This design comes from an exercise in tuning for small area and a short achievable clock period on the open sky130 flow, not from production work. Where RTL was checked, it was by simulation tests only, not by an equivalence proof against the original. Function not checked in runs 2 and 3: the RTL went through the layout flow alone. No activity file was given, so power comes from the tool's default toggle rates.

**flow/run.sh**
```bash
#!/bin/bash
# The standard layout (standard.sh, all ORFS steps), with three changes:
# - synthesis leaves the adders to abc (ADDER_MAP_FILE empty: no full/half
#   adder cells are extracted; registers are untouched);
# - the ports are buffered with the smallest buffer (buf_1);
# - repair_timing aims for 14 ns of setup slack, which makes it size up the
#   critical paths although the 32 ns clock is met.
# All of the tools' output goes to standard.log; ORFS's own logs stay under
# orfs/logs.
export BUFFER_PORTS_ARGS="-buffer_cell sky130_fd_sc_hd__buf_1"
bash standard.sh ADDER_MAP_FILE= SETUP_SLACK_MARGIN=14.5 finish > standard.log 2>&1
```
**config.mk**
```make
export PLATFORM = sky130hd
export DESIGN_NAME = ALU_TOP
export DESIGN_NICKNAME = ALU_TOP
export VERILOG_FILES = /design/flow/design.v
export SDC_FILE = /design/flow/constraint.sdc
export NUM_CORES = 4
export LEC_CHECK = 0
export ABC_AREA = 1
export CAP_MARGIN = 20
export CORE_MARGIN = 2
export CORE_UTILIZATION = 40
export CTS_BUF_LIST = sky130_fd_sc_hd__clkbuf_16
export SLEW_MARGIN = 20
```
**constraint.sdc**
```tcl
create_clock -name core_clock -period 32.0 [get_ports {CLK}]
set_input_delay 6.4000 -clock core_clock [delete_from_list [all_inputs] [get_ports {CLK}]]
set_output_delay 6.4000 -clock core_clock [all_outputs]
set_load 0.01 [all_outputs]
```
**design.v**
```verilog
module ALU_TOP #(parameter Width = 16)
(
  input  [Width-1:0] A,
  input  [Width-1:0] B,
  input  [3:0]       ALU_FUN,
  input              CLK,
  input              RST,
  output [Width-1:0] Arith_OUT,
  output             Arith_Flag,
  output             Carry_OUT,
  output [Width-1:0] Logic_Out,
  output             Logic_Flag,
  output [Width-1:0] CMP_OUT,
  output             CMP_Flag,
  output             Shift_Flag,
  output [Width-1:0] Shift_OUT
);
  wire mul1 = (ALU_FUN == 4'b0010);
  wire div1 = (ALU_FUN == 4'b0011);
  wire s1 = ~ALU_FUN[2] & (ALU_FUN[0] | ALU_FUN[3]);
  wire [15:0] bx1 = B ^ {16{s1}};
  wire [16:0] bz1;
  assign bz1[0] = 1'b1;
  assign bz1[1] = bz1[0] & ~B[15];
  assign bz1[2] = bz1[1] & ~B[14];
  assign bz1[3] = bz1[2] & ~B[13];
  assign bz1[4] = bz1[3] & ~B[12];
  assign bz1[5] = bz1[4] & ~B[11];
  assign bz1[6] = bz1[5] & ~B[10];
  assign bz1[7] = bz1[6] & ~B[9];
  assign bz1[8] = bz1[7] & ~B[8];
  assign bz1[9] = bz1[8] & ~B[7];
  assign bz1[10] = bz1[9] & ~B[6];
  assign bz1[11] = bz1[10] & ~B[5];
  assign bz1[12] = bz1[11] & ~B[4];
  assign bz1[13] = bz1[12] & ~B[3];
  assign bz1[14] = bz1[13] & ~B[2];
  assign bz1[15] = bz1[14] & ~B[1];
  assign bz1[16] = bz1[15] & ~B[0];
  wire r15_a = A[15] & ~mul1;
  wire [0:0] r15_t = r15_a;
  wire [0:0] r15_p = r15_t ^ bx1[0:0];
  wire [0:0] r15_g = r15_t & bx1[0:0];
  wire r15_G1 = r15_g[0] | (r15_p[0] & s1);
  wire [0:0] r15_s;
  assign r15_s[0] = r15_p[0] ^ s1;
  wire r15_c = r15_G1;
  wire r15_sel = (mul1 & A[15]) | (div1 & bz1[15] & r15_c);
  wire [0:0] r15_r = r15_sel ? r15_s : r15_t;
  wire r14_a = A[14] & ~mul1;
  wire [1:0] r14_t = {r15_r[0:0], r14_a};
  wire [1:0] r14_p = r14_t ^ bx1[1:0];
  wire [1:0] r14_g = r14_t & bx1[1:0];
  wire r14_G1 = r14_g[0] | (r14_p[0] & s1);
  wire r14_G2 = r14_g[1] | (r14_p[1] & r14_G1);
  wire [1:0] r14_s;
  assign r14_s[0] = r14_p[0] ^ s1;
  assign r14_s[1] = r14_p[1] ^ r14_G1;
  wire r14_c = r14_G2;
  wire r14_sel = (mul1 & A[14]) | (div1 & bz1[14] & r14_c);
  wire [1:0] r14_r = r14_sel ? r14_s : r14_t;
  wire r13_a = A[13] & ~mul1;
  wire [2:0] r13_t = {r14_r[1:0], r13_a};
  wire [2:0] r13_p = r13_t ^ bx1[2:0];
  wire [2:0] r13_g = r13_t & bx1[2:0];
  wire r13_G1 = r13_g[0] | (r13_p[0] & s1);
  wire r13_G2 = r13_g[2] | (r13_p[2] & r13_g[1]);
  wire r13_P2 = r13_p[2] & r13_p[1];
  wire r13_G3 = r13_G2 | (r13_P2 & r13_G1);
  wire r13_G4 = r13_g[1] | (r13_p[1] & r13_G1);
  wire [2:0] r13_s;
  assign r13_s[0] = r13_p[0] ^ s1;
  assign r13_s[1] = r13_p[1] ^ r13_G1;
  assign r13_s[2] = r13_p[2] ^ r13_G4;
  wire r13_c = r13_G3;
  wire r13_sel = (mul1 & A[13]) | (div1 & bz1[13] & r13_c);
  wire [2:0] r13_r = r13_sel ? r13_s : r13_t;
  wire r12_a = A[12] & ~mul1;
  wire [3:0] r12_t = {r13_r[2:0], r12_a};
  wire [3:0] r12_p = r12_t ^ bx1[3:0];
  wire [3:0] r12_g = r12_t & bx1[3:0];
  wire r12_G1 = r12_g[0] | (r12_p[0] & s1);
  wire r12_G2 = r12_g[2] | (r12_p[2] & r12_g[1]);
  wire r12_P2 = r12_p[2] & r12_p[1];
  wire r12_G3 = r12_G2 | (r12_P2 & r12_G1);
  wire r12_G4 = r12_g[1] | (r12_p[1] & r12_G1);
  wire r12_G5 = r12_g[3] | (r12_p[3] & r12_G3);
  wire [3:0] r12_s;
  assign r12_s[0] = r12_p[0] ^ s1;
  assign r12_s[1] = r12_p[1] ^ r12_G1;
  assign r12_s[2] = r12_p[2] ^ r12_G4;
  assign r12_s[3] = r12_p[3] ^ r12_G3;
  wire r12_c = r12_G5;
  wire r12_sel = (mul1 & A[12]) | (div1 & bz1[12] & r12_c);
  wire [3:0] r12_r = r12_sel ? r12_s : r12_t;
  wire r11_a = A[11] & ~mul1;
  wire [4:0] r11_t = {r12_r[3:0], r11_a};
  wire [4:0] r11_p = r11_t ^ bx1[4:0];
  wire [4:0] r11_g = r11_t & bx1[4:0];
  wire r11_G1 = r11_g[0] | (r11_p[0] & s1);
  wire r11_G2 = r11_g[2] | (r11_p[2] & r11_g[1]);
  wire r11_P2 = r11_p[2] & r11_p[1];
  wire r11_G3 = r11_g[4] | (r11_p[4] & r11_g[3]);
  wire r11_P3 = r11_p[4] & r11_p[3];
  wire r11_G4 = r11_G2 | (r11_P2 & r11_G1);
  wire r11_G5 = r11_G3 | (r11_P3 & r11_G4);
  wire r11_G6 = r11_g[1] | (r11_p[1] & r11_G1);
  wire r11_G7 = r11_g[3] | (r11_p[3] & r11_G4);
  wire [4:0] r11_s;
  assign r11_s[0] = r11_p[0] ^ s1;
  assign r11_s[1] = r11_p[1] ^ r11_G1;
  assign r11_s[2] = r11_p[2] ^ r11_G6;
  assign r11_s[3] = r11_p[3] ^ r11_G4;
  assign r11_s[4] = r11_p[4] ^ r11_G7;
  wire r11_c = r11_G5;
  wire r11_sel = (mul1 & A[11]) | (div1 & bz1[11] & r11_c);
  wire [4:0] r11_r = r11_sel ? r11_s : r11_t;
  wire r10_a = A[10] & ~mul1;
  wire [5:0] r10_t = {r11_r[4:0], r10_a};
  wire [5:0] r10_p = r10_t ^ bx1[5:0];
  wire [5:0] r10_g = r10_t & bx1[5:0];
  wire r10_G1 = r10_g[0] | (r10_p[0] & s1);
  wire r10_G2 = r10_g[2] | (r10_p[2] & r10_g[1]);
  wire r10_P2 = r10_p[2] & r10_p[1];
  wire r10_G3 = r10_g[4] | (r10_p[4] & r10_g[3]);
  wire r10_P3 = r10_p[4] & r10_p[3];
  wire r10_G4 = r10_G2 | (r10_P2 & r10_G1);
  wire r10_G5 = r10_G3 | (r10_P3 & r10_G4);
  wire r10_G6 = r10_g[1] | (r10_p[1] & r10_G1);
  wire r10_G7 = r10_g[3] | (r10_p[3] & r10_G4);
  wire r10_G8 = r10_g[5] | (r10_p[5] & r10_G5);
  wire [5:0] r10_s;
  assign r10_s[0] = r10_p[0] ^ s1;
  assign r10_s[1] = r10_p[1] ^ r10_G1;
  assign r10_s[2] = r10_p[2] ^ r10_G6;
  assign r10_s[3] = r10_p[3] ^ r10_G4;
  assign r10_s[4] = r10_p[4] ^ r10_G7;
  assign r10_s[5] = r10_p[5] ^ r10_G5;
  wire r10_c = r10_G8;
  wire r10_sel = (mul1 & A[10]) | (div1 & bz1[10] & r10_c);
  wire [5:0] r10_r = r10_sel ? r10_s : r10_t;
  wire r9_a = A[9] & ~mul1;
  wire [6:0] r9_t = {r10_r[5:0], r9_a};
  wire [6:0] r9_p = r9_t ^ bx1[6:0];
  wire [6:0] r9_g = r9_t & bx1[6:0];
  wire r9_G1 = r9_g[0] | (r9_p[0] & s1);
  wire r9_G2 = r9_g[2] | (r9_p[2] & r9_g[1]);
  wire r9_P2 = r9_p[2] & r9_p[1];
  wire r9_G3 = r9_g[4] | (r9_p[4] & r9_g[3]);
  wire r9_P3 = r9_p[4] & r9_p[3];
  wire r9_G4 = r9_g[6] | (r9_p[6] & r9_g[5]);
  wire r9_P4 = r9_p[6] & r9_p[5];
  wire r9_G5 = r9_G2 | (r9_P2 & r9_G1);
  wire r9_G6 = r9_G4 | (r9_P4 & r9_G3);
  wire r9_P6 = r9_P4 & r9_P3;
  wire r9_G7 = r9_G6 | (r9_P6 & r9_G5);
  wire r9_G8 = r9_G3 | (r9_P3 & r9_G5);
  wire r9_G9 = r9_g[1] | (r9_p[1] & r9_G1);
  wire r9_G10 = r9_g[3] | (r9_p[3] & r9_G5);
  wire r9_G11 = r9_g[5] | (r9_p[5] & r9_G8);
  wire [6:0] r9_s;
  assign r9_s[0] = r9_p[0] ^ s1;
  assign r9_s[1] = r9_p[1] ^ r9_G1;
  assign r9_s[2] = r9_p[2] ^ r9_G9;
  assign r9_s[3] = r9_p[3] ^ r9_G5;
  assign r9_s[4] = r9_p[4] ^ r9_G10;
  assign r9_s[5] = r9_p[5] ^ r9_G8;
  assign r9_s[6] = r9_p[6] ^ r9_G11;
  wire r9_c = r9_G7;
  wire r9_sel = (mul1 & A[9]) | (div1 & bz1[9] & r9_c);
  wire [6:0] r9_r = r9_sel ? r9_s : r9_t;
  wire r8_a = A[8] & ~mul1;
  wire [7:0] r8_t = {r9_r[6:0], r8_a};
  wire [7:0] r8_p = r8_t ^ bx1[7:0];
  wire [7:0] r8_g = r8_t & bx1[7:0];
  wire r8_G1 = r8_g[0] | (r8_p[0] & s1);
  wire r8_G2 = r8_g[2] | (r8_p[2] & r8_g[1]);
  wire r8_P2 = r8_p[2] & r8_p[1];
  wire r8_G3 = r8_g[4] | (r8_p[4] & r8_g[3]);
  wire r8_P3 = r8_p[4] & r8_p[3];
  wire r8_G4 = r8_g[6] | (r8_p[6] & r8_g[5]);
  wire r8_P4 = r8_p[6] & r8_p[5];
  wire r8_G5 = r8_G2 | (r8_P2 & r8_G1);
  wire r8_G6 = r8_G4 | (r8_P4 & r8_G3);
  wire r8_P6 = r8_P4 & r8_P3;
  wire r8_G7 = r8_G6 | (r8_P6 & r8_G5);
  wire r8_G8 = r8_G3 | (r8_P3 & r8_G5);
  wire r8_G9 = r8_g[1] | (r8_p[1] & r8_G1);
  wire r8_G10 = r8_g[3] | (r8_p[3] & r8_G5);
  wire r8_G11 = r8_g[5] | (r8_p[5] & r8_G8);
  wire r8_G12 = r8_g[7] | (r8_p[7] & r8_G7);
  wire [7:0] r8_s;
  assign r8_s[0] = r8_p[0] ^ s1;
  assign r8_s[1] = r8_p[1] ^ r8_G1;
  assign r8_s[2] = r8_p[2] ^ r8_G9;
  assign r8_s[3] = r8_p[3] ^ r8_G5;
  assign r8_s[4] = r8_p[4] ^ r8_G10;
  assign r8_s[5] = r8_p[5] ^ r8_G8;
  assign r8_s[6] = r8_p[6] ^ r8_G11;
  assign r8_s[7] = r8_p[7] ^ r8_G7;
  wire r8_c = r8_G12;
  wire r8_sel = (mul1 & A[8]) | (div1 & bz1[8] & r8_c);
  wire [7:0] r8_r = r8_sel ? r8_s : r8_t;
  wire r7_a = A[7] & ~mul1;
  wire [8:0] r7_t = {r8_r[7:0], r7_a};
  wire [8:0] r7_p = r7_t ^ bx1[8:0];
  wire [8:0] r7_g = r7_t & bx1[8:0];
  wire r7_G1 = r7_g[0] | (r7_p[0] & s1);
  wire r7_G2 = r7_g[2] | (r7_p[2] & r7_g[1]);
  wire r7_P2 = r7_p[2] & r7_p[1];
  wire r7_G3 = r7_g[4] | (r7_p[4] & r7_g[3]);
  wire r7_P3 = r7_p[4] & r7_p[3];
  wire r7_G4 = r7_g[6] | (r7_p[6] & r7_g[5]);
  wire r7_P4 = r7_p[6] & r7_p[5];
  wire r7_G5 = r7_g[8] | (r7_p[8] & r7_g[7]);
  wire r7_P5 = r7_p[8] & r7_p[7];
  wire r7_G6 = r7_G2 | (r7_P2 & r7_G1);
  wire r7_G7 = r7_G4 | (r7_P4 & r7_G3);
  wire r7_P7 = r7_P4 & r7_P3;
  wire r7_G8 = r7_G7 | (r7_P7 & r7_G6);
  wire r7_G9 = r7_G3 | (r7_P3 & r7_G6);
  wire r7_G10 = r7_G5 | (r7_P5 & r7_G8);
  wire r7_G11 = r7_g[1] | (r7_p[1] & r7_G1);
  wire r7_G12 = r7_g[3] | (r7_p[3] & r7_G6);
  wire r7_G13 = r7_g[5] | (r7_p[5] & r7_G9);
  wire r7_G14 = r7_g[7] | (r7_p[7] & r7_G8);
  wire [8:0] r7_s;
  assign r7_s[0] = r7_p[0] ^ s1;
  assign r7_s[1] = r7_p[1] ^ r7_G1;
  assign r7_s[2] = r7_p[2] ^ r7_G11;
  assign r7_s[3] = r7_p[3] ^ r7_G6;
  assign r7_s[4] = r7_p[4] ^ r7_G12;
  assign r7_s[5] = r7_p[5] ^ r7_G9;
  assign r7_s[6] = r7_p[6] ^ r7_G13;
  assign r7_s[7] = r7_p[7] ^ r7_G8;
  assign r7_s[8] = r7_p[8] ^ r7_G14;
  wire r7_c = r7_G10;
  wire r7_sel = (mul1 & A[7]) | (div1 & bz1[7] & r7_c);
  wire [8:0] r7_r = r7_sel ? r7_s : r7_t;
  reg [15:0]   BXr;   
  reg [6:0]  Alo;
  reg [8:0] Rr;    
  reg [15:7]   Qr;
  reg [1:0]    Fr;
  reg fA, fL, fC, fS;
  always @(posedge CLK) begin
    BXr <= bx1;
    Alo <= A[6:0];
    Rr  <= r7_r;
    Qr  <= {r15_sel, r14_sel, r13_sel, r12_sel, r11_sel, r10_sel, r9_sel, r8_sel, r7_sel};
    Fr  <= ALU_FUN[1:0];
  end
  always @(posedge CLK or negedge RST) begin
    if (!RST) begin
      fA <= 1'b0; fL <= 1'b0; fC <= 1'b0; fS <= 1'b0;
    end else begin
      fA <= (ALU_FUN[3:2] == 2'b00);
      fL <= (ALU_FUN[3:2] == 2'b01);
      fC <= (ALU_FUN[3:2] == 2'b10);
      fS <= (ALU_FUN[3:2] == 2'b11);
    end
  end
  wire add2 = fA & (Fr == 2'b00);
  wire sub2 = fA & (Fr == 2'b01);
  wire mul2 = fA & (Fr == 2'b10);
  wire div2 = fA & (Fr == 2'b11);
  wire sr = Fr[0] | fC;
  wire [16:0] bz2;
  assign bz2[0] = 1'b1;
  assign bz2[1] = bz2[0] & BXr[15];
  assign bz2[2] = bz2[1] & BXr[14];
  assign bz2[3] = bz2[2] & BXr[13];
  assign bz2[4] = bz2[3] & BXr[12];
  assign bz2[5] = bz2[4] & BXr[11];
  assign bz2[6] = bz2[5] & BXr[10];
  assign bz2[7] = bz2[6] & BXr[9];
  assign bz2[8] = bz2[7] & BXr[8];
  assign bz2[9] = bz2[8] & BXr[7];
  assign bz2[10] = bz2[9] & BXr[6];
  assign bz2[11] = bz2[10] & BXr[5];
  assign bz2[12] = bz2[11] & BXr[4];
  assign bz2[13] = bz2[12] & BXr[3];
  assign bz2[14] = bz2[13] & BXr[2];
  assign bz2[15] = bz2[14] & BXr[1];
  assign bz2[16] = bz2[15] & BXr[0];
  wire [15:0] Alo16 = {9'b0, Alo};
  wire r6_a = Alo16[6] & ~mul2;
  wire [9:0] r6_t = {Rr[8:0], r6_a};
  wire [9:0] r6_p = r6_t ^ BXr[9:0];
  wire [9:0] r6_g = r6_t & BXr[9:0];
  wire r6_G1 = r6_g[0] | (r6_p[0] & sr);
  wire r6_G2 = r6_g[2] | (r6_p[2] & r6_g[1]);
  wire r6_P2 = r6_p[2] & r6_p[1];
  wire r6_G3 = r6_g[4] | (r6_p[4] & r6_g[3]);
  wire r6_P3 = r6_p[4] & r6_p[3];
  wire r6_G4 = r6_g[6] | (r6_p[6] & r6_g[5]);
  wire r6_P4 = r6_p[6] & r6_p[5];
  wire r6_G5 = r6_g[8] | (r6_p[8] & r6_g[7]);
  wire r6_P5 = r6_p[8] & r6_p[7];
  wire r6_G6 = r6_G2 | (r6_P2 & r6_G1);
  wire r6_G7 = r6_G4 | (r6_P4 & r6_G3);
  wire r6_P7 = r6_P4 & r6_P3;
  wire r6_G8 = r6_G7 | (r6_P7 & r6_G6);
  wire r6_G9 = r6_G3 | (r6_P3 & r6_G6);
  wire r6_G10 = r6_G5 | (r6_P5 & r6_G8);
  wire r6_G11 = r6_g[1] | (r6_p[1] & r6_G1);
  wire r6_G12 = r6_g[3] | (r6_p[3] & r6_G6);
  wire r6_G13 = r6_g[5] | (r6_p[5] & r6_G9);
  wire r6_G14 = r6_g[7] | (r6_p[7] & r6_G8);
  wire r6_G15 = r6_g[9] | (r6_p[9] & r6_G10);
  wire [9:0] r6_s;
  assign r6_s[0] = r6_p[0] ^ sr;
  assign r6_s[1] = r6_p[1] ^ r6_G1;
  assign r6_s[2] = r6_p[2] ^ r6_G11;
  assign r6_s[3] = r6_p[3] ^ r6_G6;
  assign r6_s[4] = r6_p[4] ^ r6_G12;
  assign r6_s[5] = r6_p[5] ^ r6_G9;
  assign r6_s[6] = r6_p[6] ^ r6_G13;
  assign r6_s[7] = r6_p[7] ^ r6_G8;
  assign r6_s[8] = r6_p[8] ^ r6_G14;
  assign r6_s[9] = r6_p[9] ^ r6_G10;
  wire r6_c = r6_G15;
  wire r6_sel = (mul2 & Alo16[6]) | (div2 & bz2[6] & r6_c);
  wire [9:0] r6_r = r6_sel ? r6_s : r6_t;
  wire r5_a = Alo16[5] & ~mul2;
  wire [10:0] r5_t = {r6_r[9:0], r5_a};
  wire [10:0] r5_p = r5_t ^ BXr[10:0];
  wire [10:0] r5_g = r5_t & BXr[10:0];
  wire r5_G1 = r5_g[0] | (r5_p[0] & sr);
  wire r5_G2 = r5_g[2] | (r5_p[2] & r5_g[1]);
  wire r5_P2 = r5_p[2] & r5_p[1];
  wire r5_G3 = r5_g[4] | (r5_p[4] & r5_g[3]);
  wire r5_P3 = r5_p[4] & r5_p[3];
  wire r5_G4 = r5_g[6] | (r5_p[6] & r5_g[5]);
  wire r5_P4 = r5_p[6] & r5_p[5];
  wire r5_G5 = r5_g[8] | (r5_p[8] & r5_g[7]);
  wire r5_P5 = r5_p[8] & r5_p[7];
  wire r5_G6 = r5_g[10] | (r5_p[10] & r5_g[9]);
  wire r5_P6 = r5_p[10] & r5_p[9];
  wire r5_G7 = r5_G2 | (r5_P2 & r5_G1);
  wire r5_G8 = r5_G4 | (r5_P4 & r5_G3);
  wire r5_P8 = r5_P4 & r5_P3;
  wire r5_G9 = r5_G6 | (r5_P6 & r5_G5);
  wire r5_P9 = r5_P6 & r5_P5;
  wire r5_G10 = r5_G8 | (r5_P8 & r5_G7);
  wire r5_G11 = r5_G9 | (r5_P9 & r5_G10);
  wire r5_G12 = r5_G3 | (r5_P3 & r5_G7);
  wire r5_G13 = r5_G5 | (r5_P5 & r5_G10);
  wire r5_G14 = r5_g[1] | (r5_p[1] & r5_G1);
  wire r5_G15 = r5_g[3] | (r5_p[3] & r5_G7);
  wire r5_G16 = r5_g[5] | (r5_p[5] & r5_G12);
  wire r5_G17 = r5_g[7] | (r5_p[7] & r5_G10);
  wire r5_G18 = r5_g[9] | (r5_p[9] & r5_G13);
  wire [10:0] r5_s;
  assign r5_s[0] = r5_p[0] ^ sr;
  assign r5_s[1] = r5_p[1] ^ r5_G1;
  assign r5_s[2] = r5_p[2] ^ r5_G14;
  assign r5_s[3] = r5_p[3] ^ r5_G7;
  assign r5_s[4] = r5_p[4] ^ r5_G15;
  assign r5_s[5] = r5_p[5] ^ r5_G12;
  assign r5_s[6] = r5_p[6] ^ r5_G16;
  assign r5_s[7] = r5_p[7] ^ r5_G10;
  assign r5_s[8] = r5_p[8] ^ r5_G17;
  assign r5_s[9] = r5_p[9] ^ r5_G13;
  assign r5_s[10] = r5_p[10] ^ r5_G18;
  wire r5_c = r5_G11;
  wire r5_sel = (mul2 & Alo16[5]) | (div2 & bz2[5] & r5_c);
  wire [10:0] r5_r = r5_sel ? r5_s : r5_t;
  wire r4_a = Alo16[4] & ~mul2;
  wire [11:0] r4_t = {r5_r[10:0], r4_a};
  wire [11:0] r4_p = r4_t ^ BXr[11:0];
  wire [11:0] r4_g = r4_t & BXr[11:0];
  wire r4_G1 = r4_g[0] | (r4_p[0] & sr);
  wire r4_G2 = r4_g[2] | (r4_p[2] & r4_g[1]);
  wire r4_P2 = r4_p[2] & r4_p[1];
  wire r4_G3 = r4_g[4] | (r4_p[4] & r4_g[3]);
  wire r4_P3 = r4_p[4] & r4_p[3];
  wire r4_G4 = r4_g[6] | (r4_p[6] & r4_g[5]);
  wire r4_P4 = r4_p[6] & r4_p[5];
  wire r4_G5 = r4_g[8] | (r4_p[8] & r4_g[7]);
  wire r4_P5 = r4_p[8] & r4_p[7];
  wire r4_G6 = r4_g[10] | (r4_p[10] & r4_g[9]);
  wire r4_P6 = r4_p[10] & r4_p[9];
  wire r4_G7 = r4_G2 | (r4_P2 & r4_G1);
  wire r4_G8 = r4_G4 | (r4_P4 & r4_G3);
  wire r4_P8 = r4_P4 & r4_P3;
  wire r4_G9 = r4_G6 | (r4_P6 & r4_G5);
  wire r4_P9 = r4_P6 & r4_P5;
  wire r4_G10 = r4_G8 | (r4_P8 & r4_G7);
  wire r4_G11 = r4_G9 | (r4_P9 & r4_G10);
  wire r4_G12 = r4_G3 | (r4_P3 & r4_G7);
  wire r4_G13 = r4_G5 | (r4_P5 & r4_G10);
  wire r4_G14 = r4_g[1] | (r4_p[1] & r4_G1);
  wire r4_G15 = r4_g[3] | (r4_p[3] & r4_G7);
  wire r4_G16 = r4_g[5] | (r4_p[5] & r4_G12);
  wire r4_G17 = r4_g[7] | (r4_p[7] & r4_G10);
  wire r4_G18 = r4_g[9] | (r4_p[9] & r4_G13);
  wire r4_G19 = r4_g[11] | (r4_p[11] & r4_G11);
  wire [11:0] r4_s;
  assign r4_s[0] = r4_p[0] ^ sr;
  assign r4_s[1] = r4_p[1] ^ r4_G1;
  assign r4_s[2] = r4_p[2] ^ r4_G14;
  assign r4_s[3] = r4_p[3] ^ r4_G7;
  assign r4_s[4] = r4_p[4] ^ r4_G15;
  assign r4_s[5] = r4_p[5] ^ r4_G12;
  assign r4_s[6] = r4_p[6] ^ r4_G16;
  assign r4_s[7] = r4_p[7] ^ r4_G10;
  assign r4_s[8] = r4_p[8] ^ r4_G17;
  assign r4_s[9] = r4_p[9] ^ r4_G13;
  assign r4_s[10] = r4_p[10] ^ r4_G18;
  assign r4_s[11] = r4_p[11] ^ r4_G11;
  wire r4_c = r4_G19;
  wire r4_sel = (mul2 & Alo16[4]) | (div2 & bz2[4] & r4_c);
  wire [11:0] r4_r = r4_sel ? r4_s : r4_t;
  wire r3_a = Alo16[3] & ~mul2;
  wire [12:0] r3_t = {r4_r[11:0], r3_a};
  wire [12:0] r3_p = r3_t ^ BXr[12:0];
  wire [12:0] r3_g = r3_t & BXr[12:0];
  wire r3_G1 = r3_g[0] | (r3_p[0] & sr);
  wire r3_G2 = r3_g[2] | (r3_p[2] & r3_g[1]);
  wire r3_P2 = r3_p[2] & r3_p[1];
  wire r3_G3 = r3_g[4] | (r3_p[4] & r3_g[3]);
  wire r3_P3 = r3_p[4] & r3_p[3];
  wire r3_G4 = r3_g[6] | (r3_p[6] & r3_g[5]);
  wire r3_P4 = r3_p[6] & r3_p[5];
  wire r3_G5 = r3_g[8] | (r3_p[8] & r3_g[7]);
  wire r3_P5 = r3_p[8] & r3_p[7];
  wire r3_G6 = r3_g[10] | (r3_p[10] & r3_g[9]);
  wire r3_P6 = r3_p[10] & r3_p[9];
  wire r3_G7 = r3_g[12] | (r3_p[12] & r3_g[11]);
  wire r3_P7 = r3_p[12] & r3_p[11];
  wire r3_G8 = r3_G2 | (r3_P2 & r3_G1);
  wire r3_G9 = r3_G4 | (r3_P4 & r3_G3);
  wire r3_P9 = r3_P4 & r3_P3;
  wire r3_G10 = r3_G6 | (r3_P6 & r3_G5);
  wire r3_P10 = r3_P6 & r3_P5;
  wire r3_G11 = r3_G9 | (r3_P9 & r3_G8);
  wire r3_G12 = r3_G10 | (r3_P10 & r3_G11);
  wire r3_G13 = r3_G3 | (r3_P3 & r3_G8);
  wire r3_G14 = r3_G5 | (r3_P5 & r3_G11);
  wire r3_G15 = r3_G7 | (r3_P7 & r3_G12);
  wire r3_G16 = r3_g[1] | (r3_p[1] & r3_G1);
  wire r3_G17 = r3_g[3] | (r3_p[3] & r3_G8);
  wire r3_G18 = r3_g[5] | (r3_p[5] & r3_G13);
  wire r3_G19 = r3_g[7] | (r3_p[7] & r3_G11);
  wire r3_G20 = r3_g[9] | (r3_p[9] & r3_G14);
  wire r3_G21 = r3_g[11] | (r3_p[11] & r3_G12);
  wire [12:0] r3_s;
  assign r3_s[0] = r3_p[0] ^ sr;
  assign r3_s[1] = r3_p[1] ^ r3_G1;
  assign r3_s[2] = r3_p[2] ^ r3_G16;
  assign r3_s[3] = r3_p[3] ^ r3_G8;
  assign r3_s[4] = r3_p[4] ^ r3_G17;
  assign r3_s[5] = r3_p[5] ^ r3_G13;
  assign r3_s[6] = r3_p[6] ^ r3_G18;
  assign r3_s[7] = r3_p[7] ^ r3_G11;
  assign r3_s[8] = r3_p[8] ^ r3_G19;
  assign r3_s[9] = r3_p[9] ^ r3_G14;
  assign r3_s[10] = r3_p[10] ^ r3_G20;
  assign r3_s[11] = r3_p[11] ^ r3_G12;
  assign r3_s[12] = r3_p[12] ^ r3_G21;
  wire r3_c = r3_G15;
  wire r3_sel = (mul2 & Alo16[3]) | (div2 & bz2[3] & r3_c);
  wire [12:0] r3_r = r3_sel ? r3_s : r3_t;
  wire r2_a = Alo16[2] & ~mul2;
  wire [13:0] r2_t = {r3_r[12:0], r2_a};
  wire [13:0] r2_p = r2_t ^ BXr[13:0];
  wire [13:0] r2_g = r2_t & BXr[13:0];
  wire r2_G1 = r2_g[0] | (r2_p[0] & sr);
  wire r2_G2 = r2_g[2] | (r2_p[2] & r2_g[1]);
  wire r2_P2 = r2_p[2] & r2_p[1];
  wire r2_G3 = r2_g[4] | (r2_p[4] & r2_g[3]);
  wire r2_P3 = r2_p[4] & r2_p[3];
  wire r2_G4 = r2_g[6] | (r2_p[6] & r2_g[5]);
  wire r2_P4 = r2_p[6] & r2_p[5];
  wire r2_G5 = r2_g[8] | (r2_p[8] & r2_g[7]);
  wire r2_P5 = r2_p[8] & r2_p[7];
  wire r2_G6 = r2_g[10] | (r2_p[10] & r2_g[9]);
  wire r2_P6 = r2_p[10] & r2_p[9];
  wire r2_G7 = r2_g[12] | (r2_p[12] & r2_g[11]);
  wire r2_P7 = r2_p[12] & r2_p[11];
  wire r2_G8 = r2_G2 | (r2_P2 & r2_G1);
  wire r2_G9 = r2_G4 | (r2_P4 & r2_G3);
  wire r2_P9 = r2_P4 & r2_P3;
  wire r2_G10 = r2_G6 | (r2_P6 & r2_G5);
  wire r2_P10 = r2_P6 & r2_P5;
  wire r2_G11 = r2_G9 | (r2_P9 & r2_G8);
  wire r2_G12 = r2_G10 | (r2_P10 & r2_G11);
  wire r2_G13 = r2_G3 | (r2_P3 & r2_G8);
  wire r2_G14 = r2_G5 | (r2_P5 & r2_G11);
  wire r2_G15 = r2_G7 | (r2_P7 & r2_G12);
  wire r2_G16 = r2_g[1] | (r2_p[1] & r2_G1);
  wire r2_G17 = r2_g[3] | (r2_p[3] & r2_G8);
  wire r2_G18 = r2_g[5] | (r2_p[5] & r2_G13);
  wire r2_G19 = r2_g[7] | (r2_p[7] & r2_G11);
  wire r2_G20 = r2_g[9] | (r2_p[9] & r2_G14);
  wire r2_G21 = r2_g[11] | (r2_p[11] & r2_G12);
  wire r2_G22 = r2_g[13] | (r2_p[13] & r2_G15);
  wire [13:0] r2_s;
  assign r2_s[0] = r2_p[0] ^ sr;
  assign r2_s[1] = r2_p[1] ^ r2_G1;
  assign r2_s[2] = r2_p[2] ^ r2_G16;
  assign r2_s[3] = r2_p[3] ^ r2_G8;
  assign r2_s[4] = r2_p[4] ^ r2_G17;
  assign r2_s[5] = r2_p[5] ^ r2_G13;
  assign r2_s[6] = r2_p[6] ^ r2_G18;
  assign r2_s[7] = r2_p[7] ^ r2_G11;
  assign r2_s[8] = r2_p[8] ^ r2_G19;
  assign r2_s[9] = r2_p[9] ^ r2_G14;
  assign r2_s[10] = r2_p[10] ^ r2_G20;
  assign r2_s[11] = r2_p[11] ^ r2_G12;
  assign r2_s[12] = r2_p[12] ^ r2_G21;
  assign r2_s[13] = r2_p[13] ^ r2_G15;
  wire r2_c = r2_G22;
  wire r2_sel = (mul2 & Alo16[2]) | (div2 & bz2[2] & r2_c);
  wire [13:0] r2_r = r2_sel ? r2_s : r2_t;
  wire r1_a = Alo16[1] & ~mul2;
  wire [14:0] r1_t = {r2_r[13:0], r1_a};
  wire [14:0] r1_p = r1_t ^ BXr[14:0];
  wire [14:0] r1_g = r1_t & BXr[14:0];
  wire r1_G1 = r1_g[0] | (r1_p[0] & sr);
  wire r1_G2 = r1_g[2] | (r1_p[2] & r1_g[1]);
  wire r1_P2 = r1_p[2] & r1_p[1];
  wire r1_G3 = r1_g[4] | (r1_p[4] & r1_g[3]);
  wire r1_P3 = r1_p[4] & r1_p[3];
  wire r1_G4 = r1_g[6] | (r1_p[6] & r1_g[5]);
  wire r1_P4 = r1_p[6] & r1_p[5];
  wire r1_G5 = r1_g[8] | (r1_p[8] & r1_g[7]);
  wire r1_P5 = r1_p[8] & r1_p[7];
  wire r1_G6 = r1_g[10] | (r1_p[10] & r1_g[9]);
  wire r1_P6 = r1_p[10] & r1_p[9];
  wire r1_G7 = r1_g[12] | (r1_p[12] & r1_g[11]);
  wire r1_P7 = r1_p[12] & r1_p[11];
  wire r1_G8 = r1_g[14] | (r1_p[14] & r1_g[13]);
  wire r1_P8 = r1_p[14] & r1_p[13];
  wire r1_G9 = r1_G2 | (r1_P2 & r1_G1);
  wire r1_G10 = r1_G4 | (r1_P4 & r1_G3);
  wire r1_P10 = r1_P4 & r1_P3;
  wire r1_G11 = r1_G6 | (r1_P6 & r1_G5);
  wire r1_P11 = r1_P6 & r1_P5;
  wire r1_G12 = r1_G8 | (r1_P8 & r1_G7);
  wire r1_P12 = r1_P8 & r1_P7;
  wire r1_G13 = r1_G10 | (r1_P10 & r1_G9);
  wire r1_G14 = r1_G12 | (r1_P12 & r1_G11);
  wire r1_P14 = r1_P12 & r1_P11;
  wire r1_G15 = r1_G14 | (r1_P14 & r1_G13);
  wire r1_G16 = r1_G11 | (r1_P11 & r1_G13);
  wire r1_G17 = r1_G3 | (r1_P3 & r1_G9);
  wire r1_G18 = r1_G5 | (r1_P5 & r1_G13);
  wire r1_G19 = r1_G7 | (r1_P7 & r1_G16);
  wire r1_G20 = r1_g[1] | (r1_p[1] & r1_G1);
  wire r1_G21 = r1_g[3] | (r1_p[3] & r1_G9);
  wire r1_G22 = r1_g[5] | (r1_p[5] & r1_G17);
  wire r1_G23 = r1_g[7] | (r1_p[7] & r1_G13);
  wire r1_G24 = r1_g[9] | (r1_p[9] & r1_G18);
  wire r1_G25 = r1_g[11] | (r1_p[11] & r1_G16);
  wire r1_G26 = r1_g[13] | (r1_p[13] & r1_G19);
  wire [14:0] r1_s;
  assign r1_s[0] = r1_p[0] ^ sr;
  assign r1_s[1] = r1_p[1] ^ r1_G1;
  assign r1_s[2] = r1_p[2] ^ r1_G20;
  assign r1_s[3] = r1_p[3] ^ r1_G9;
  assign r1_s[4] = r1_p[4] ^ r1_G21;
  assign r1_s[5] = r1_p[5] ^ r1_G17;
  assign r1_s[6] = r1_p[6] ^ r1_G22;
  assign r1_s[7] = r1_p[7] ^ r1_G13;
  assign r1_s[8] = r1_p[8] ^ r1_G23;
  assign r1_s[9] = r1_p[9] ^ r1_G18;
  assign r1_s[10] = r1_p[10] ^ r1_G24;
  assign r1_s[11] = r1_p[11] ^ r1_G16;
  assign r1_s[12] = r1_p[12] ^ r1_G25;
  assign r1_s[13] = r1_p[13] ^ r1_G19;
  assign r1_s[14] = r1_p[14] ^ r1_G26;
  wire r1_c = r1_G15;
  wire r1_sel = (mul2 & Alo16[1]) | (div2 & bz2[1] & r1_c);
  wire [14:0] r1_r = r1_sel ? r1_s : r1_t;
  wire r0_a = Alo16[0] & ~mul2;
  wire [15:0] r0_t = {r1_r[14:0], r0_a};
  wire [15:0] r0_p = r0_t ^ BXr[15:0];
  wire [15:0] r0_g = r0_t & BXr[15:0];
  wire r0_G1 = r0_g[0] | (r0_p[0] & sr);
  wire r0_G2 = r0_g[2] | (r0_p[2] & r0_g[1]);
  wire r0_P2 = r0_p[2] & r0_p[1];
  wire r0_G3 = r0_g[4] | (r0_p[4] & r0_g[3]);
  wire r0_P3 = r0_p[4] & r0_p[3];
  wire r0_G4 = r0_g[6] | (r0_p[6] & r0_g[5]);
  wire r0_P4 = r0_p[6] & r0_p[5];
  wire r0_G5 = r0_g[8] | (r0_p[8] & r0_g[7]);
  wire r0_P5 = r0_p[8] & r0_p[7];
  wire r0_G6 = r0_g[10] | (r0_p[10] & r0_g[9]);
  wire r0_P6 = r0_p[10] & r0_p[9];
  wire r0_G7 = r0_g[12] | (r0_p[12] & r0_g[11]);
  wire r0_P7 = r0_p[12] & r0_p[11];
  wire r0_G8 = r0_g[14] | (r0_p[14] & r0_g[13]);
  wire r0_P8 = r0_p[14] & r0_p[13];
  wire r0_G9 = r0_G2 | (r0_P2 & r0_G1);
  wire r0_G10 = r0_G4 | (r0_P4 & r0_G3);
  wire r0_P10 = r0_P4 & r0_P3;
  wire r0_G11 = r0_G6 | (r0_P6 & r0_G5);
  wire r0_P11 = r0_P6 & r0_P5;
  wire r0_G12 = r0_G8 | (r0_P8 & r0_G7);
  wire r0_P12 = r0_P8 & r0_P7;
  wire r0_G13 = r0_G10 | (r0_P10 & r0_G9);
  wire r0_G14 = r0_G12 | (r0_P12 & r0_G11);
  wire r0_P14 = r0_P12 & r0_P11;
  wire r0_G15 = r0_G14 | (r0_P14 & r0_G13);
  wire r0_G16 = r0_G11 | (r0_P11 & r0_G13);
  wire r0_G17 = r0_G3 | (r0_P3 & r0_G9);
  wire r0_G18 = r0_G5 | (r0_P5 & r0_G13);
  wire r0_G19 = r0_G7 | (r0_P7 & r0_G16);
  wire r0_G20 = r0_g[1] | (r0_p[1] & r0_G1);
  wire r0_G21 = r0_g[3] | (r0_p[3] & r0_G9);
  wire r0_G22 = r0_g[5] | (r0_p[5] & r0_G17);
  wire r0_G23 = r0_g[7] | (r0_p[7] & r0_G13);
  wire r0_G24 = r0_g[9] | (r0_p[9] & r0_G18);
  wire r0_G25 = r0_g[11] | (r0_p[11] & r0_G16);
  wire r0_G26 = r0_g[13] | (r0_p[13] & r0_G19);
  wire r0_G27 = r0_g[15] | (r0_p[15] & r0_G15);
  wire [15:0] r0_s;
  assign r0_s[0] = r0_p[0] ^ sr;
  assign r0_s[1] = r0_p[1] ^ r0_G1;
  assign r0_s[2] = r0_p[2] ^ r0_G20;
  assign r0_s[3] = r0_p[3] ^ r0_G9;
  assign r0_s[4] = r0_p[4] ^ r0_G21;
  assign r0_s[5] = r0_p[5] ^ r0_G17;
  assign r0_s[6] = r0_p[6] ^ r0_G22;
  assign r0_s[7] = r0_p[7] ^ r0_G13;
  assign r0_s[8] = r0_p[8] ^ r0_G23;
  assign r0_s[9] = r0_p[9] ^ r0_G18;
  assign r0_s[10] = r0_p[10] ^ r0_G24;
  assign r0_s[11] = r0_p[11] ^ r0_G16;
  assign r0_s[12] = r0_p[12] ^ r0_G25;
  assign r0_s[13] = r0_p[13] ^ r0_G19;
  assign r0_s[14] = r0_p[14] ^ r0_G26;
  assign r0_s[15] = r0_p[15] ^ r0_G15;
  wire r0_c = r0_G27;
  wire r0_sel = (mul2 & Alo16[0]) | (div2 & bz2[0] & r0_c) | add2 | sub2;
  wire r0_rsel = (mul2 & Alo16[0]) | add2 | sub2;
  wire [15:0] r0_r = r0_rsel ? r0_s : r0_t;
  wire [15:0] Ar = {Rr, Alo};    
  assign Arith_OUT  = div2 ? {Qr, r6_sel, r5_sel, r4_sel, r3_sel, r2_sel, r1_sel, r0_sel} : (fA ? r0_r : 16'b0);
  assign Arith_Flag = fA;
  assign Carry_OUT  = add2 & r0_c;
  reg [15:0] lo;    
  always @(*) begin
    case (Fr)
      2'b00: lo = Ar & BXr;
      2'b01: lo = Ar | BXr;
      2'b10: lo = ~(Ar & BXr);
      default: lo = ~(Ar | BXr);
    endcase
  end
  assign Logic_Out  = fL ? lo : 16'b0;
  assign Logic_Flag = fL;
  wire eq = &(r0_t ^ BXr);
  wire ge = r0_c;
  wire gt = ge & ~eq;
  wire lt = ~ge;
  wire [1:0] cmp = (Fr == 2'b01) ? {1'b0, eq} :
                   (Fr == 2'b10) ? {gt, 1'b0} :
                   (Fr == 2'b11) ? {lt, lt} : 2'b00;
  assign CMP_OUT  = {14'b0, fC ? cmp : 2'b00};
  assign CMP_Flag = fC;
  reg [15:0] sh;
  always @(*) begin
    case (Fr)
      2'b00: sh = Ar >> 1;
      2'b01: sh = Ar << 1;
      2'b10: sh = BXr >> 1;      
      default: sh = BXr << 1;
    endcase
  end
  assign Shift_OUT  = fS ? sh : 16'b0;
  assign Shift_Flag = fS;
endmodule
```
**standard.sh**
```bash
#!/bin/bash
# synth_recipe.tcl (not shown) runs the flow's synth.tcl, then flattens the netlist and writes it again
# the make line also repeats each setting of config.mk as NAME=value (left out here)
make -C /OpenROAD-flow-scripts/flow DESIGN_CONFIG=/design/flow/config.mk WORK_HOME=/design/flow/orfs CLKGATE_MAP_FILE= SYNTH_SCRIPT=/design/flow/synth_recipe.tcl "${@:-finish}"
```
==> impl_metrics.yaml, run 1 <==
route:
  vias: 13600
  wl_per_cell_um: 16.4
  dr.pass1.iters: 5
  final_antenna_net_count: 0
  drt_iter0_drc: 1155
  wirelength_um: 41700
  via_per_inst: 5.35
  drcViolationCount: 0
floorplanning:
  die_x_um: 169
  core_um2: 26800
  pin_count: 107
  die_y_um: 169
  row_count: 60
  start_util_pct: 40.5
  dieArea_um2: 28400
setup_path:
  crit_slowest_cell: "dfxtp_1"
  cp.required_ps: 25600
  cpMostUsedCell: "nand2_1"
  critPathLaunchType: "flip-flop"
  cpPeakStageDelay_ps: 790
  worst-setup-path-type: "reg2out"
  worstPathMaxFanout: 12
  crit_arrival_ps: 10580
  end_kind: "primary output"
timing:
  hold_viol: 0
  max_slew.worst_pin.slew_ps: 1420
  slew_headroom_pct: 4.76
  fin_crit_ps: 16980
  period_share_pct: 53.1
  slew_viol_final: 0
  rsz0062_at_grt: "true"
  tns_ps: 0
  setup_violations: 0
  fmax_ghz: 0.0589
  fin_ws_ps: 15020
cells_and_area:
  final_nets: 2243
  drive_gt1_share_pct: 13.5
  area_delta_synth_final_pct: 13.6
worst_hold_path:
  worst_hold_path_type: "in2async"
yosys:
  synth.avg_cell_area_um2: 5.16
  synth-seq-cells: 47
  synth_area_um2: 10800
  synth-async-reset-ratio_pct: 8.51
  ys.flop_type: "dfxtp_1"
  synth_edf_count: 0
  synth_cell_types: 59
  yosysWarnings: 1
  syn_inst: 2103
  yosysSeqAreaShare_pct: 8.86
global_routing:
  grt_pass1_vias: 11800
  grt_util_met2_pct: 47.2
  grt_pass1_wl_um: 61400
  grt_use_met1_pct: 32.5
  grtUsageMet3_pct: 4.91
  grtUsageTotal_pct: 27.3
  grt-ovfl-total: 0
  antenna_found_initial: 2
  busiest_layer: "met2"
  grt_max_degree: 46
flow_run:
  maxCapViolCount: 0
pwr:
  p_per_area_nw_per_um2: 37.0
  power_leakage_nw: 6.84
  vdd_drop_max_uv: 20.3
clock_tree:
  cts.sinks: 47
  tritoncts: "yes"
  hold_buffers: 0
  cts_made_buffers: 5
  clockRootBuffer: "clkbuf_16"
  clk_path_buf_depth: 2
  clk_pin_slew_ps: 70
  htree_levels: 2
status:
  status: "finished clean"
placed_design:
  place_congestion: 0.985
  dpl_worst_slack_ps: 13850
  place_hpwl_um: 32400
  io_buffers: 92
worst max-delay path: cells and delay by family (launching register included):
family	cells	cell delay (ps)
and+or+nand+nor	65	6700
buffers and inverters	9	1460
DFF	1	790
AOI/OAI and AO/OA	5	1290
synthesized netlist by cell type, drive strengths merged (9+ instances only):
master  number  share of area (%)
nand3b      12               0.83
nand3      308                 15
a21oi       97                4.7
inv        271                9.4
o21ai       99                4.8
xor2        70                5.7
nand4        9               0.52
clkbuf      16               0.99
dfxtp       43                7.9
nand2      850                 32
xnor2       26                2.1
nor2       168                6.1
buf         51                3.9
cell families (layout without fill, tap and decap cells):
| family | count (synthesis) | in the layout | share of synthesized area [%] |
|---|---|---|---|
| xor gates and xnor gates | 96 | 96 | 7.82 |
| AOI/OAI and AO/OA | 241 | 241 | 13.0 |
| other | 1 | 16 | 0.0346 |
| and+or+nand+nor | 1373 | 1386 | 55.8 |
| buffers and inverters | 345 | 421 | 14.5 |
| DFF | 47 | 47 | 8.86 |
per-stage QoR:
stage               total power (W)  hold WS [ps]  cells  area, µm²  util (%)
CTS                        0.000431          5920   2504      11500      42.8
floorplan                  0.000308          6100   2116      10900         -
global route               0.000496          5940   2546      12300      45.9
global placement           0.000376          6240   2495      11200      41.9
detailed placement         0.000378          6240   2495      11200      41.9
finish                     0.000456          5920   2548      12300      46.0
power by group:
group	internal, W	switching, W
sequential	0.0000636	0.0000134
clock	0.0000286	0.0000230
combinational	0.000107	0.000220
total	0.000200	0.000256
layer usage:
metal / vias up / wire (µm)
li1: 6887 / -
met1: 6059 / 16500
met2: 548 / 19500
met3: 129 / 3520
met4: 0 / 2150
met5: - / 0
flip-flops by register name, indices dropped and copies added, names as in the netlist:
name / cells
Qr: 9
fL: 1
fA: 1
Alo: 7
fS: 1
Rr: 9
Fr: 2
BXr: 16
fC: 1
layout by cell type, fill, tap and decap left out, drive strengths merged, types with 14 or more instances in the layout:
| master | count |
|---|---|
| buf | 131 |
| xor2 | 70 |
| nand3 | 308 |
| nand2 | 863 |
| nor2 | 168 |
| a21oi | 97 |
| inv | 271 |
| xnor2 | 26 |
| o21ai | 99 |
| dfxtp | 43 |
| conb | 14 |
final timing paths:
check                      startpoint      endpoint  slack [ps]  depth (start not counted)
max in group asynchronous         RST            fL       25880                          1
setup / recovery              BXr[11]  Arith_OUT[0]       15020                         79
hold / removal                    RST            fA        5920                          1
min in group core_clock          A[0]        Alo[0]        6190                          1
final cells by class:
class	count	area, µm²
antenna	2	5.00
clock buffer	5	125
clock inverter	2	12.5
fill	3020	14500
inverter	278	1060
multi-input combinational	1737	8940
sequential	47	983
tap	341	427
timing repair buffer	136	759
what timing repair did:
action                                  CTS  global route
buffers inserted                          1            27
pin swaps                                 2            21
endpoints found under the setup margin   19            29
gates cloned                              1            15
endpoints found under the hold margin     0             0
gates resized for setup                  16           109
==> inputs of run 2 (changes only) <==
--- a/design.v
+++ b/design.v
@@ -237,17 +237,55 @@
   wire r7_c = r7_G10;
   wire r7_sel = (mul1 & A[7]) | (div1 & bz1[7] & r7_c);
   wire [8:0] r7_r = r7_sel ? r7_s : r7_t;
+  wire r6_a = A[6] & ~mul1;
+  wire [9:0] r6_t = {r7_r[8:0], r6_a};
+  wire [9:0] r6_p = r6_t ^ bx1[9:0];
+  wire [9:0] r6_g = r6_t & bx1[9:0];
+  wire r6_G1 = r6_g[0] | (r6_p[0] & s1);
+  wire r6_G2 = r6_g[2] | (r6_p[2] & r6_g[1]);
+  wire r6_P2 = r6_p[2] & r6_p[1];
+  wire r6_G3 = r6_g[4] | (r6_p[4] & r6_g[3]);
+  wire r6_P3 = r6_p[4] & r6_p[3];
+  wire r6_G4 = r6_g[6] | (r6_p[6] & r6_g[5]);
+  wire r6_P4 = r6_p[6] & r6_p[5];
+  wire r6_G5 = r6_g[8] | (r6_p[8] & r6_g[7]);
+  wire r6_P5 = r6_p[8] & r6_p[7];
+  wire r6_G6 = r6_G2 | (r6_P2 & r6_G1);
+  wire r6_G7 = r6_G4 | (r6_P4 & r6_G3);
+  wire r6_P7 = r6_P4 & r6_P3;
+  wire r6_G8 = r6_G7 | (r6_P7 & r6_G6);
+  wire r6_G9 = r6_G3 | (r6_P3 & r6_G6);
+  wire r6_G10 = r6_G5 | (r6_P5 & r6_G8);
+  wire r6_G11 = r6_g[1] | (r6_p[1] & r6_G1);
+  wire r6_G12 = r6_g[3] | (r6_p[3] & r6_G6);
+  wire r6_G13 = r6_g[5] | (r6_p[5] & r6_G9);
+  wire r6_G14 = r6_g[7] | (r6_p[7] & r6_G8);
+  wire r6_G15 = r6_g[9] | (r6_p[9] & r6_G10);
+  wire [9:0] r6_s;
+  assign r6_s[0] = r6_p[0] ^ s1;
+  assign r6_s[1] = r6_p[1] ^ r6_G1;
+  assign r6_s[2] = r6_p[2] ^ r6_G11;
+  assign r6_s[3] = r6_p[3] ^ r6_G6;
+  assign r6_s[4] = r6_p[4] ^ r6_G12;
+  assign r6_s[5] = r6_p[5] ^ r6_G9;
+  assign r6_s[6] = r6_p[6] ^ r6_G13;
+  assign r6_s[7] = r6_p[7] ^ r6_G8;
+  assign r6_s[8] = r6_p[8] ^ r6_G14;
+  assign r6_s[9] = r6_p[9] ^ r6_G10;
+  wire r6_c = r6_G15;
+  wire r6_sel = (mul1 & A[6]) | (div1 & bz1[6] & r6_c);
+  wire [9:0] r6_r = r6_sel ? r6_s : r6_t;
   reg [15:0]   BXr;   
-  reg [6:0]  Alo;
-  reg [8:0] Rr;    
-  reg [15:7]   Qr;
+  reg [5:0]  Alo;
+  reg [9:0] Rr;    
+  reg [15:6]   Qr;
   reg [1:0]    Fr;
   reg fA, fL, fC, fS;
   always @(posedge CLK) begin
     BXr <= bx1;
-    Alo <= A[6:0];
-    Rr  <= r7_r;
-    Qr  <= {r15_sel, r14_sel, r13_sel, r12_sel, r11_sel, r10_sel, r9_sel, r8_sel, r7_sel};
+    Alo <= A[5:0];
+    Rr  <= r6_r;
+    Qr  <= {r15_sel, r14_sel, r13_sel, r12_sel, r11_sel, r10_sel, r9_sel, r8_sel, r7_sel, r6_sel};
     Fr  <= ALU_FUN[1:0];
   end
   always @(posedge CLK or negedge RST) begin
@@ -283,47 +321,9 @@
   assign bz2[14] = bz2[13] & BXr[2];
   assign bz2[15] = bz2[14] & BXr[1];
   assign bz2[16] = bz2[15] & BXr[0];
-  wire [15:0] Alo16 = {9'b0, Alo};
-  wire r6_a = Alo16[6] & ~mul2;
-  wire [9:0] r6_t = {Rr[8:0], r6_a};
-  wire [9:0] r6_p = r6_t ^ BXr[9:0];
-  wire [9:0] r6_g = r6_t & BXr[9:0];
-  wire r6_G1 = r6_g[0] | (r6_p[0] & sr);
-  wire r6_G2 = r6_g[2] | (r6_p[2] & r6_g[1]);
-  wire r6_P2 = r6_p[2] & r6_p[1];
-  wire r6_G3 = r6_g[4] | (r6_p[4] & r6_g[3]);
-  wire r6_P3 = r6_p[4] & r6_p[3];
-  wire r6_G4 = r6_g[6] | (r6_p[6] & r6_g[5]);
-  wire r6_P4 = r6_p[6] & r6_p[5];
-  wire r6_G5 = r6_g[8] | (r6_p[8] & r6_g[7]);
-  wire r6_P5 = r6_p[8] & r6_p[7];
-  wire r6_G6 = r6_G2 | (r6_P2 & r6_G1);
-  wire r6_G7 = r6_G4 | (r6_P4 & r6_G3);
-  wire r6_P7 = r6_P4 & r6_P3;
-  wire r6_G8 = r6_G7 | (r6_P7 & r6_G6);
-  wire r6_G9 = r6_G3 | (r6_P3 & r6_G6);
-  wire r6_G10 = r6_G5 | (r6_P5 & r6_G8);
-  wire r6_G11 = r6_g[1] | (r6_p[1] & r6_G1);
-  wire r6_G12 = r6_g[3] | (r6_p[3] & r6_G6);
-  wire r6_G13 = r6_g[5] | (r6_p[5] & r6_G9);
-  wire r6_G14 = r6_g[7] | (r6_p[7] & r6_G8);
-  wire r6_G15 = r6_g[9] | (r6_p[9] & r6_G10);
-  wire [9:0] r6_s;
-  assign r6_s[0] = r6_p[0] ^ sr;
-  assign r6_s[1] = r6_p[1] ^ r6_G1;
-  assign r6_s[2] = r6_p[2] ^ r6_G11;
-  assign r6_s[3] = r6_p[3] ^ r6_G6;
-  assign r6_s[4] = r6_p[4] ^ r6_G12;
-  assign r6_s[5] = r6_p[5] ^ r6_G9;
-  assign r6_s[6] = r6_p[6] ^ r6_G13;
-  assign r6_s[7] = r6_p[7] ^ r6_G8;
-  assign r6_s[8] = r6_p[8] ^ r6_G14;
-  assign r6_s[9] = r6_p[9] ^ r6_G10;
-  wire r6_c = r6_G15;
-  wire r6_sel = (mul2 & Alo16[6]) | (div2 & bz2[6] & r6_c);
-  wire [9:0] r6_r = r6_sel ? r6_s : r6_t;
+  wire [15:0] Alo16 = {10'b0, Alo};
   wire r5_a = Alo16[5] & ~mul2;
-  wire [10:0] r5_t = {r6_r[9:0], r5_a};
+  wire [10:0] r5_t = {Rr[9:0], r5_a};
   wire [10:0] r5_p = r5_t ^ BXr[10:0];
   wire [10:0] r5_g = r5_t & BXr[10:0];
   wire r5_G1 = r5_g[0] | (r5_p[0] & sr);
@@ -638,7 +638,7 @@
   wire r0_rsel = (mul2 & Alo16[0]) | add2 | sub2;
   wire [15:0] r0_r = r0_rsel ? r0_s : r0_t;
   wire [15:0] Ar = {Rr, Alo};    
-  assign Arith_OUT  = div2 ? {Qr, r6_sel, r5_sel, r4_sel, r3_sel, r2_sel, r1_sel, r0_sel} : (fA ? r0_r : 16'b0);
+  assign Arith_OUT  = div2 ? {Qr, r5_sel, r4_sel, r3_sel, r2_sel, r1_sel, r0_sel} : (fA ? r0_r : 16'b0);
   assign Arith_Flag = fA;
   assign Carry_OUT  = add2 & r0_c;
   reg [15:0] lo;    
--- a/flow/run.sh
+++ b/flow/run.sh
@@ -8,4 +8,4 @@
 # All of the tools' output goes to standard.log; ORFS's own logs stay under
 # orfs/logs.
 export BUFFER_PORTS_ARGS="-buffer_cell sky130_fd_sc_hd__buf_1"
-bash standard.sh ADDER_MAP_FILE= SETUP_SLACK_MARGIN=14.5 finish > standard.log 2>&1
+bash standard.sh ADDER_MAP_FILE= SETUP_SLACK_MARGIN=14 finish > standard.log 2>&1
--- a/config.mk
+++ b/config.mk
@@ -9,5 +9,4 @@
 export CAP_MARGIN = 20
 export CORE_MARGIN = 2
 export CORE_UTILIZATION = 40
-export CTS_BUF_LIST = sky130_fd_sc_hd__clkbuf_16
 export SLEW_MARGIN = 20
==> run 2 against run 1 <==
Net effect:
- fmax decreased by 2.0%
- highest routed layer unchanged
- synthesized cell count fell by 5.0%
- via count decreased by 4.2%
- critical path depth is 19 higher
- still clean on timing, DRC and antenna
==> impl_metrics.yaml, run 2 <==
floorplanning:
  row_count: 59
  start_util_pct: 40.5
  core_um2: 25800
  dieArea_um2: 27400
  die_y_um: 166
  pin_count: 107
  die_x_um: 166
cells_and_area:
  final_nets: 2134
  final_util_pct: 46.3
  diodes: 0
  top_register: "BXr"
  biggestRegsByFlops: "BXr (16), Qr (10), Rr (10)"
  drive_gt1_share_pct: 14.2
  final.fill_count: 2867
  largest_register_ffs: 16
  layout_commonest_cell: "nand2_1"
  final_cell_mix: "nand2_1, nand3_1, inv_1"
  area_delta_synth_final_pct: 14.3
yosys:
  synth_edf_count: 0
  ys.flop_type: "dfxtp_1"
  synth_top_cell_by_area: "nand2_1"
  synth.avg_cell_area_um2: 5.24
  syn_inst: 1997
  synth-seq-cells: 48
  synthTopCellsByCount: "nand2_1, nand3_1, inv_1, nor2_1, a21oi_1"
  synth_area_um2: 10500
  yosysSeqAreaShare_pct: 9.38
  yosysMostFrequentCell: "nand2_1"
  synth_top_area_share_pct: 25.3
  synth-async-reset-ratio_pct: 8.33
  synth_cell_types: 60
  yosysWarnings: 1
  yosys-top-cells-area: "nand2_1, nand3_1, inv_1, dfxtp_1, xor2_1"
pwr:
  switchingPower_w: 0.000246
  clockPowerShare_pct: 14.7
  internal_power_w: 0.000214
  p_per_area_nw_per_um2: 38.5
  vdd_drop_max_uv: 19.8
  pwr-share-comb_pct: 68.2
  swShare_pct: 53.4
  power_leakage_nw: 6.61
  seqPwrFrac_pct: 17.1
clock_tree:
  htree_levels: 2
  hold_buffers: 0
  clk_pin_slew_ps: 70
  clockRootBuffer: "clkbuf_16"
  clk_path_buf_depth: 2
  cts.sinks: 48
  tritoncts: "yes"
  cts_made_buffers: 5
timing:
  hold_viol: 0
  slew_headroom_pct: 30.2
  rsz0062_at_grt: "true"
  max_slew.worst_pin.slew_ps: 1040
  fin_crit_ps: 17330
  slew_viol_final: 0
  setup_violations: 0
  fmax_ghz: 0.0577
  tns_ps: 0
  period_share_pct: 54.1
  timing.hold.ws_ps: 5930
route:
  vias: 13100
  dr.pass1.iters: 5
  wl_per_cell_um: 16.6
  drcViolationCount: 0
  wirelength_um: 40300
  via_per_inst: 5.37
  final_antenna_net_count: 0
  drt_iter0_drc: 1077
setup_path:
  cpPeakStageDelay_ps: 360
  worstPathMaxFanout: 11
  crit_slowest_cell: "dfxtp_4"
  worst-setup-path-type: "reg2out"
  end_kind: "primary output"
  crit_arrival_ps: 10930
  cp.required_ps: 25600
  critPathLaunchType: "flip-flop"
  cpMostUsedCell: "nand2_1"
placed_design:
  io_buffers: 92
  place_congestion: 0.960
  place_hpwl_um: 31400
flow_run:
  maxCapViolCount: 0
global_routing:
  grt_pass1_vias: 11800
  grt_max_degree: 44
  grt_pass1_wl_um: 60600
  antenna_found_initial: 0
  grtUsageTotal_pct: 27.1
  grt-ovfl-total: 0
status:
  status: "finished clean"
worst_hold_path:
  worst_hold_path_type: "in2async"
-- run 2: worst max-delay path: cells and delay by family, from the launching register on --
family | cells | cell delay, ps
and+or+nand+nor | 77 | 7670
AOI/OAI and AO/OA | 10 | 1480
buffers and inverters | 11 | 1080
DFF | 1 | 360
-- run 2: power groups by stage --
stage	combinational [W]	clock (W)	sequential, W
final	0.000314	0.0000677	0.0000785
after global routing	0.000350	0.0000714	0.0000791
after CTS	0.000289	0.0000684	0.0000777
after detailed placement	0.000286	0	0.0000791
after global placement	0.000285	0	0.0000790
after floorplan	0.000229	0	0.0000696
-- run 2: timing repair --
action | CTS | global route
pin swaps | 2 | 26
endpoints found under the hold margin | 0 | 0
gates resized for setup | 13 | 112
gates cloned | 1 | 8
endpoints found under the setup margin | 19 | 30
buffers inserted | 5 | 24
-- run 2: layout make-up --
type	instances	area (µm²)	area share [%]
multi-input cells	1639	8600	72.0
inverters	267	1010	8.48
flip-flops and latches	48	985	8.24
repair buffers	135	741	6.20
well taps	335	419	3.51
clock buffers	6	129	1.08
clock inverters	2	60.1	0.503
-- run 2: per-stage QoR --
step / worst slack [ps] / total power (W) / instances / cell area (µm²)
after global placement: 13230 / 0.000364 / 2386 / 11000
final: 14670 / 0.000460 / 2432 / 12000
after CTS: 14010 / 0.000435 / 2400 / 11300
after global routing: 13800 / 0.000500 / 2432 / 12000
after floorplan: 17070 / 0.000299 / 2010 / 10500
after detailed placement: 13040 / 0.000365 / 2386 / 11000
-- run 2: routing by layer --
layer / track usage [%] / wire length (µm) / vias to the layer above
met4: 10.9 / 2070 / 0
li1: - / - / 6519
met5: 0 / 0 / -
met1: 33.2 / 16300 / 5898
met3: 2.58 / 2600 / 129
met2: 48.7 / 19300 / 506
-- run 2: worst paths after layout --
path | startpoint | depth (start not counted) | slack [ps] | end
min in group core_clock | A[5] | 1 | 6190 | Alo[5]
setup / recovery | Fr[1] | 98 | 14670 | Arith_OUT[0]
max in group asynchronous | RST | 1 | 25880 | fL
hold / removal | RST | 1 | 5930 | fC
-- run 2: logic make-up after synthesis --
group | share of synthesized area (%)
buffers and inverters | 13.6
XOR/XNOR | 8.70
other | 0.0359
AO/OA/AOI/OAI | 13.5
flip-flops | 9.38
AND/OR/NAND/NOR | 54.5
multiplexers | 0.287
==> inputs of run 3 (changes only) <==
--- a/config.mk
+++ b/config.mk
@@ -9,4 +9,5 @@
 export CAP_MARGIN = 20
 export CORE_MARGIN = 2
 export CORE_UTILIZATION = 40
+export CTS_BUF_LIST = sky130_fd_sc_hd__clkbuf_8
 export SLEW_MARGIN = 20
==> run 3 against run 2 <==
Net effect:
- via count up 0.40%
- core utilization rose by 0.38 points
- highest routed layer unchanged
- synthesized cell count stayed put
- clock-buffer cell count is 1 lower
- worst setup slack better by 9.7 ps
- first-iteration DRC count up 3.5%
- sequential cell count unchanged
- die area unchanged
- total power down 2.5%
- clock power fell by 24%
- sequential power hardly changed
- critical endpoint is now Carry_OUT
==> impl_metrics.yaml, run 3 <==
cells_and_area:
  diodes: 0
  finish.instance_area_um2: 12000
  biggestRegsByFlops: "BXr (16), Qr (10), Rr (10)"
  layout_commonest_cell: "nand2_1"
  final_nets: 2142
  drive_gt1_share_pct: 15.4
  largest_register_ffs: 16
  area_delta_synth_final_pct: 15.2
  final.fill_count: 2868
  final_cell_mix: "nand2_1, nand3_1, inv_1"
  top_register: "BXr"
flow_run:
  maxCapViolCount: 0
global_routing:
  grt_pass1_wl_um: 60600
  antenna_found_initial: 0
  grt_max_degree: 44
  grtUsageTotal_pct: 27.0
  grt-ovfl-total: 0
  grt_pass1_vias: 11800
clock_tree:
  htree_levels: 2
  cts.sinks: 48
  clk_pin_slew_ps: 90
  tritoncts: "yes"
  cts_made_buffers: 5
  clockRootBuffer: "clkbuf_8"
  clk_path_buf_depth: 2
yosys:
  yosysWarnings: 1
  synth.avg_cell_area_um2: 5.24
  ys.flop_type: "dfxtp_1"
  synthTopCellsByCount: "nand2_1, nand3_1, inv_1, nor2_1, a21oi_1"
  synth_cell_types: 60
  synth-async-reset-ratio_pct: 8.33
  synth_area_um2: 10500
  yosys-top-cells-area: "nand2_1, nand3_1, inv_1, dfxtp_1, xor2_1"
  synth_edf_count: 0
  yosysSeqAreaShare_pct: 9.38
  synth-seq-cells: 48
  syn_inst: 1997
  yosysMostFrequentCell: "nand2_1"
  synth_top_area_share_pct: 25.3
  synth_top_cell_by_area: "nand2_1"
floorplanning:
  start_util_pct: 40.5
  pin_count: 107
  core_um2: 25800
  row_count: 59
  die_y_um: 166
  die_x_um: 166
  dieArea_um2: 27400
placed_design:
  place_hpwl_um: 31400
  io_buffers: 92
  place_congestion: 0.960
  placed_cell_area_um2: 11000
status:
  status: "finished clean"
timing:
  fin_crit_ps: 17320
  setup_violations: 0
  timing.hold.ws_ps: 5910
  rsz0062_at_grt: "true"
  tns_ps: 0
  hold_viol: 0
  slew_viol_final: 0
  slew_headroom_pct: 30.0
  fmax_ghz: 0.0577
  period_share_pct: 54.1
  max_slew.worst_pin.slew_ps: 1050
setup_path:
  worstPathMaxFanout: 11
  critPathLaunchType: "flip-flop"
  crit_end: "Carry_OUT"
  cpMostUsedCell: "nand2_1"
  crit_slowest_cell: "dfxtp_4"
  cp.required_ps: 25600
  cpPeakStageDelay_ps: 360
  crit_arrival_ps: 10920
  worst-setup-path-type: "reg2out"
  end_kind: "primary output"
  startpoint: "Fr[1]"
pwr:
  power_leakage_nw: 6.66
  vdd_drop_max_uv: 20.7
  p_per_area_nw_per_um2: 37.3
route:
  dr.pass1.iters: 6
  final_antenna_net_count: 0
  drcViolationCount: 0
  via_per_inst: 5.37
  vias: 13100
  drt_iter0_drc: 1115
  wl_per_cell_um: 16.6
  wirelength_um: 40500
worst_hold_path:
  worst_hold_path_type: "in2async"
-- run 3: cell types whose count changed in the layout (fill, tap and decap cells not counted), sizes merged --
cell,change
nand2,+1
clkbuf,-2
inv,+1
buf,+8
-- run 3: per-layer routing --
layer / vias to the layer above / GRT usage [%] / wire [µm]
met3: 125 / 2.58 / 2490
li1: 6541 / - / -
met2: 495 / 48.7 / 19700
met4: 0 / 10.5 / 1950
met1: 5943 / 33.1 / 16400
met5: - / 0 / 0
-- run 3: worst min-delay path by stage --
stage | from | end | slack, ps | cells past startpoint
finish | RST | fC | 5910 | 1
CTS | RST | fC | 5910 | 1
global placement | RST | fA | 6240 | 1
global route | RST | fC | 5900 | 1
floorplan | RST | fA | 6100 | 0
detailed placement | RST | fC | 6250 | 1
-- run 3: worst max-delay path: cells and delay by family, from the launching register on --
kind | cells | cell delay [ps]
simple gates | 70 | 7040
buf+inv | 13 | 1620
compound gates | 9 | 1190
flops | 1 | 360
mux | 1 | 310
-- run 3: timing repair --
item,CTS,global route
pin swaps,2,39
setup endpoints to repair,19,30
resized for setup,14,138
gates cloned,1,9
buffers inserted,4,32
hold buffers,0,0
-- run 3: where the power goes --
group | internal [W] | switching (W)
Sequential | 0.0000648 | 0.0000139
Combinational | 0.000107 | 0.000211
Clock | 0.0000309 | 0.0000206
-- run 3: cells by family (layout without fill, tap and decap cells) --
kind of cell    after synthesis  in the layout  synth area share [%]
simple gates               1271           1279                  54.5
buf+inv                     330            417                  13.6
compound gates              241            241                  13.5
xor+xnor                    103            103                  8.70
flops                        48             48                  9.38
mux                           3              3                 0.287
other cells                   1             14                0.0359
-- run 3: area by class of cell --
| type | count | area [µm²] | share of cell area (%) |
|---|---|---|---|
| timing repair buffer | 142 | 805 | 6.68 |
| tap | 335 | 419 | 3.48 |
| clock inverter | 3 | 63.8 | 0.530 |
| clock buffer | 5 | 68.8 | 0.571 |
| inverter | 267 | 1020 | 8.43 |
| multi-input combinational | 1640 | 8690 | 72.1 |
| sequential | 48 | 985 | 8.17 |
-- run 3: per-stage QoR --
stage,instances,util [%],worst slack [ps],total power (W)
5_1_grt,2440,46.6,13860,0.000489
4_1_cts,2399,43.4,14010,0.000419
3_5_place_dp,2386,42.4,13040,0.000365
2_1_floorplan,2010,-,17070,0.000299
6_report,2440,46.6,14680,0.000449
3_3_place_gp,2386,42.4,13230,0.000364

[static timing again, ports no longer ideal]
How much do the figures lean on ideal ports? The routed layouts below were timed once more, with nothing changed but the port constraints. Step 1 assumes that a clkbuf_16 drives the clock port and a buf_2 every other input. Step 2 also shifts input and output timing later by t, the mid clock arrival at the registers, as if the neighbouring blocks saw the same clock. Slacks: no drivers / after step 1 / after step 2; pairs: no drivers / after step 1.
run | shift t [ns] | setup slack, ns
run 1 | 0.336 | 15.016 / 14.975 / 15.311
run 2 | 0.336 | 14.673 / 14.631 / 14.966
run 3 | 0.342 | 14.682 / 14.646 / 14.988
After both steps every run listed still meets setup and hold.
